This design comes from an exercise in tuning for small area, a short achievable clock period and few clock cycles per item on the open sky130 flow, not from production work. RTL that was checked went through simulation tests only; none was proved equivalent to the original.

// collision
module collision(clk, rst, data_in_x, data_in_y, data_in_z, collision_detect, done_valid);
clock: 10.0 ns
lec_check: 0
cap_margin: 20
core_margin: 2
core_utilization: 40
setup_slack_margin: 5
slew_margin: 20
run.sh (not shown) runs the stock make flow with config.mk's settings and CLKGATE_MAP_FILE= SYNTH_SCRIPT=/design/flow/synth_recipe.tcl, a recipe that flattens the netlist after the stock synthesis.
==> next run, changes <==
- SETUP_SLACK_MARGIN: 5 -> default
After rerunning:
- via count falls by 0.40%
- wire length stays flat
- global-route usage is about the same
- cell count hardly moves
- first-iteration DRC count goes down by 7.5%
- synthesized area does not change
- worst hold slack is about the same
No functional check of the RTL was part of any run of this note.

before:
Another version of the RTL of collision (not shown whole).
Size: about 4600 cells after synthesis, ~34 I/O pins, roughly 47000 um^2 of cells after synthesis.
==> flow/config.mk <==
export PLATFORM = sky130hd
export DESIGN_NAME = collision
export DESIGN_NICKNAME = collision
export VERILOG_FILES = /design/flow/design.v
export SDC_FILE = /design/flow/constraint.sdc
export NUM_CORES = 4
export LEC_CHECK = 0
export CAP_MARGIN = 20
export CORE_MARGIN = 2
export CORE_UTILIZATION = 40
export SLEW_MARGIN = 20
==> flow/constraint.sdc <==
create_clock -name core_clock -period 10.0 [get_ports {clk}]
set_input_delay 2.0000 -clock core_clock [delete_from_list [all_inputs] [get_ports {clk}]]
set_output_delay 2.0000 -clock core_clock [all_outputs]
set_load 0.01 [all_outputs]
standard.sh (not shown) runs the stock make flow with config.mk's settings and CLKGATE_MAP_FILE= SYNTH_SCRIPT=/design/flow/synth_recipe.tcl, a recipe that flattens the netlist after the stock synthesis.
==> flow/flow/run.sh <==
#!/bin/bash
set -o pipefail
bash standard.sh SETUP_SLACK_MARGIN=6 finish > flow_make.log 2>&1
before | stages: all done | timing, DRC, antenna: all pass
--- input diff before..after ---
==> flow/flow/run.sh <==
#!/bin/bash
set -o pipefail
bash standard.sh SETUP_SLACK_MARGIN=6.4 finish > flow_make.log 2>&1
## What came out
Cmp after vs before: count of vias placed by the detailed router higher in after
Of after and before, the higher sequential cell area share belongs to before.
Compared with before, after shows half-perimeter wire length after placement that has gone down by a few percent.
[compare] base=before new=after: maximum clock skew at final layout shows an increase of 0.0059 ns, shortest period the worst path allows went down.
No functional check of the RTL was part of any run of this note.

Another version of the RTL of collision (not shown whole).
Size: about 5500 cells after synthesis, about 910 flip-flops, roughly 34 I/O pins, ~51000 µm² of cells after synthesis.
Settings: LEC_CHECK=0, CAP_MARGIN=20, CORE_MARGIN=2, CORE_UTILIZATION=40, SLEW_MARGIN=20; clock period 10.0 ns.
==> flow/flow/run.sh <==
#!/bin/bash
set -o pipefail
bash standard.sh SETUP_SLACK_MARGIN=6 finish > flow_make.log 2>&1
The starting point finished clean.
Then changed:
==> flow/run.sh (new file) <==
#!/bin/bash
# synth_recipe.tcl (not shown) runs the flow's synth.tcl, then flattens the netlist and writes it again
# the make line also repeats each setting of config.mk as NAME=value (left out here)
make -C /OpenROAD-flow-scripts/flow DESIGN_CONFIG=/design/flow/config.mk WORK_HOME=/design/flow/orfs CLKGATE_MAP_FILE= SYNTH_SCRIPT=/design/flow/synth_recipe.tcl finish
- SETUP_SLACK_MARGIN: unset -> 5
removed: flow/flow/run.sh
removed: flow/standard.sh
Outcome:
- The new run completed with no timing, DRC or antenna violations
- area after synthesis does not change
- routed wire length drops by a few percent
Function was not checked in any run of this note: the RTL went through the layout flow alone.

Setup of alpha:
collision, a different RTL version from the one above (not shown whole).
Size in the first run: roughly 4900 cells after synthesis, about 34 I/O pins, about 47000 sq um of cells after synthesis.
Settings: LEC_CHECK=0, CAP_MARGIN=20, CORE_MARGIN=2, CORE_UTILIZATION=60, SETUP_SLACK_MARGIN=5, SLEW_MARGIN=20; clock period 10.0 ns.
run.sh (not shown) runs the stock make flow with config.mk's settings and CLKGATE_MAP_FILE= SYNTH_SCRIPT=/design/flow/synth_recipe.tcl, a recipe that flattens the netlist after the stock synthesis.
Stock flow here: none of the scripts above is used.
Relative to alpha, the following input files were edited for epsilon:
Settings: CORE_UTILIZATION: 60 -> 40.
--- outcome ---
epsilon went all the way through the flow, and no timing, DRC or antenna check failed.
Compared with alpha, in epsilon worst setup slack higher; maximum frequency climbed 0.92%; pre-CTS worst setup slack decreased by 0.049 ns relative to the old numbers.
Cell row count, epsilon vs alpha: up by more than 10%
No run of this note included a check of the RTL's function; only the layout flow was run.

Another version of the RTL of collision (not shown whole).
Size in the first run: ~890 flip-flops.
export LEC_CHECK = 0
export CAP_MARGIN = 20
export CORE_MARGIN = 2
export CORE_UTILIZATION = 40
export SLEW_MARGIN = 20
create_clock -name core_clock -period 10.0 [get_ports {clk}]
standard.sh (not shown) runs the stock make flow with config.mk's settings and CLKGATE_MAP_FILE= SYNTH_SCRIPT=/design/flow/synth_recipe.tcl, a recipe that flattens the netlist after the stock synthesis.
==> flow/flow/run.sh <==
#!/bin/bash
set -o pipefail
bash standard.sh SETUP_SLACK_MARGIN=6 finish > flow_make.log 2>&1
Testbench counts at the start, summed over its fixed seeds: cycles 4,254, items 192.
Then changed:
Settings changed: CTS_CLUSTER_DIAMETER from default to 100, CTS_CLUSTER_SIZE from default to 30.
=> The new run finished with timing, DRC and antenna clean. Via count came out lower by 1.1%. Cell area fell by 3.5%. Synthesized area does not change. Worst hold slack barely changes. Routed wire length shrinks by 0.85%. Core utilization falls by 1.7 points. Setup slack degrades by 25 ps.
Then changed:
==> flow/flow/run.sh (replaced) <==
#!/bin/bash
set -o pipefail
bash standard.sh SETUP_SLACK_MARGIN=6.4 finish > flow_make.log 2>&1
Settings changed: CTS_CLUSTER_DIAMETER 100 to default, CTS_CLUSTER_SIZE 30 to default.
Sequential share of layout area goes down by 2.6 points.
Hold slack stays flat.
Final area goes up by a little under a tenth.
Routed wire length went up by a little under a tenth.
Via count came out higher by a few percent.
Worst setup slack loses 100 ps.
First-iteration DRC count shrinks slightly.
Die area stays the same.

-- re-timing with driven ports --
In the flow no input, the clock included, has a driving cell. The finished layouts below were timed again as built, in two steps. Step 1 assumes that a clkbuf_16 drives the clock port and a buf_2 every other input. Step 2 moves the port delays by t, midway between the first and last clock arrival at a register: inputs arrive t later, outputs are due t later. That takes back most of the time a late clock gives input paths. Three values: ideal ports, drivers, drivers and shift; two values: the first two.
| run | t (ns) | slack for setup (ns) | hold WS [ns] | pins driven straight from the clock port |
|---|---|---|---|---|
| the first run of note 1 | 0.791 | 5.103 / 5.144 / 4.353 | 0.295 / 0.295 / 0.295 | 1 |
| the second run of note 1 | 0.794 | 4.463 / 4.463 / 4.160 | 0.296 / 0.296 / 0.296 | 1 |
| before | 0.743 | 5.842 / 5.842 / 5.659 | 0.319 / 0.319 / 0.319 | 1 |
| after | 0.753 | 6.080 / 6.080 / 5.878 | 0.296 / 0.296 / 0.296 | 1 |
| the first run of note 3 | 0.779 | 5.256 / 5.256 / 5.256 | 0.323 / 0.323 / 0.323 | 1 |
| the second run of note 3 | 0.770 | 4.992 / 4.992 / 4.992 | 0.307 / 0.307 / 0.307 | 1 |
| alpha | 0.727 | 4.779 / 4.779 / 4.779 | 0.315 / 0.315 / 0.315 | 1 |
| epsilon | 0.720 | 4.826 / 4.826 / 4.826 | 0.297 / 0.297 / 0.297 | 1 |
| the first run of note 5 | 0.734 | 5.969 / 5.969 / 5.969 | 0.313 / 0.313 / 0.313 | 1 |
| the second run of note 5 | 0.713 | 5.944 / 5.944 / 5.944 | 0.310 / 0.310 / 0.310 | 1 |
| the third run of note 5 | 0.741 | 5.842 / 5.842 / 5.842 | 0.309 / 0.309 / 0.309 | 1 |
After both steps setup and hold are still met in every run listed. The setup slack of the first run of note 1, which loses most, moves by +0.041 ns with the drivers and by -0.750 ns with both steps.
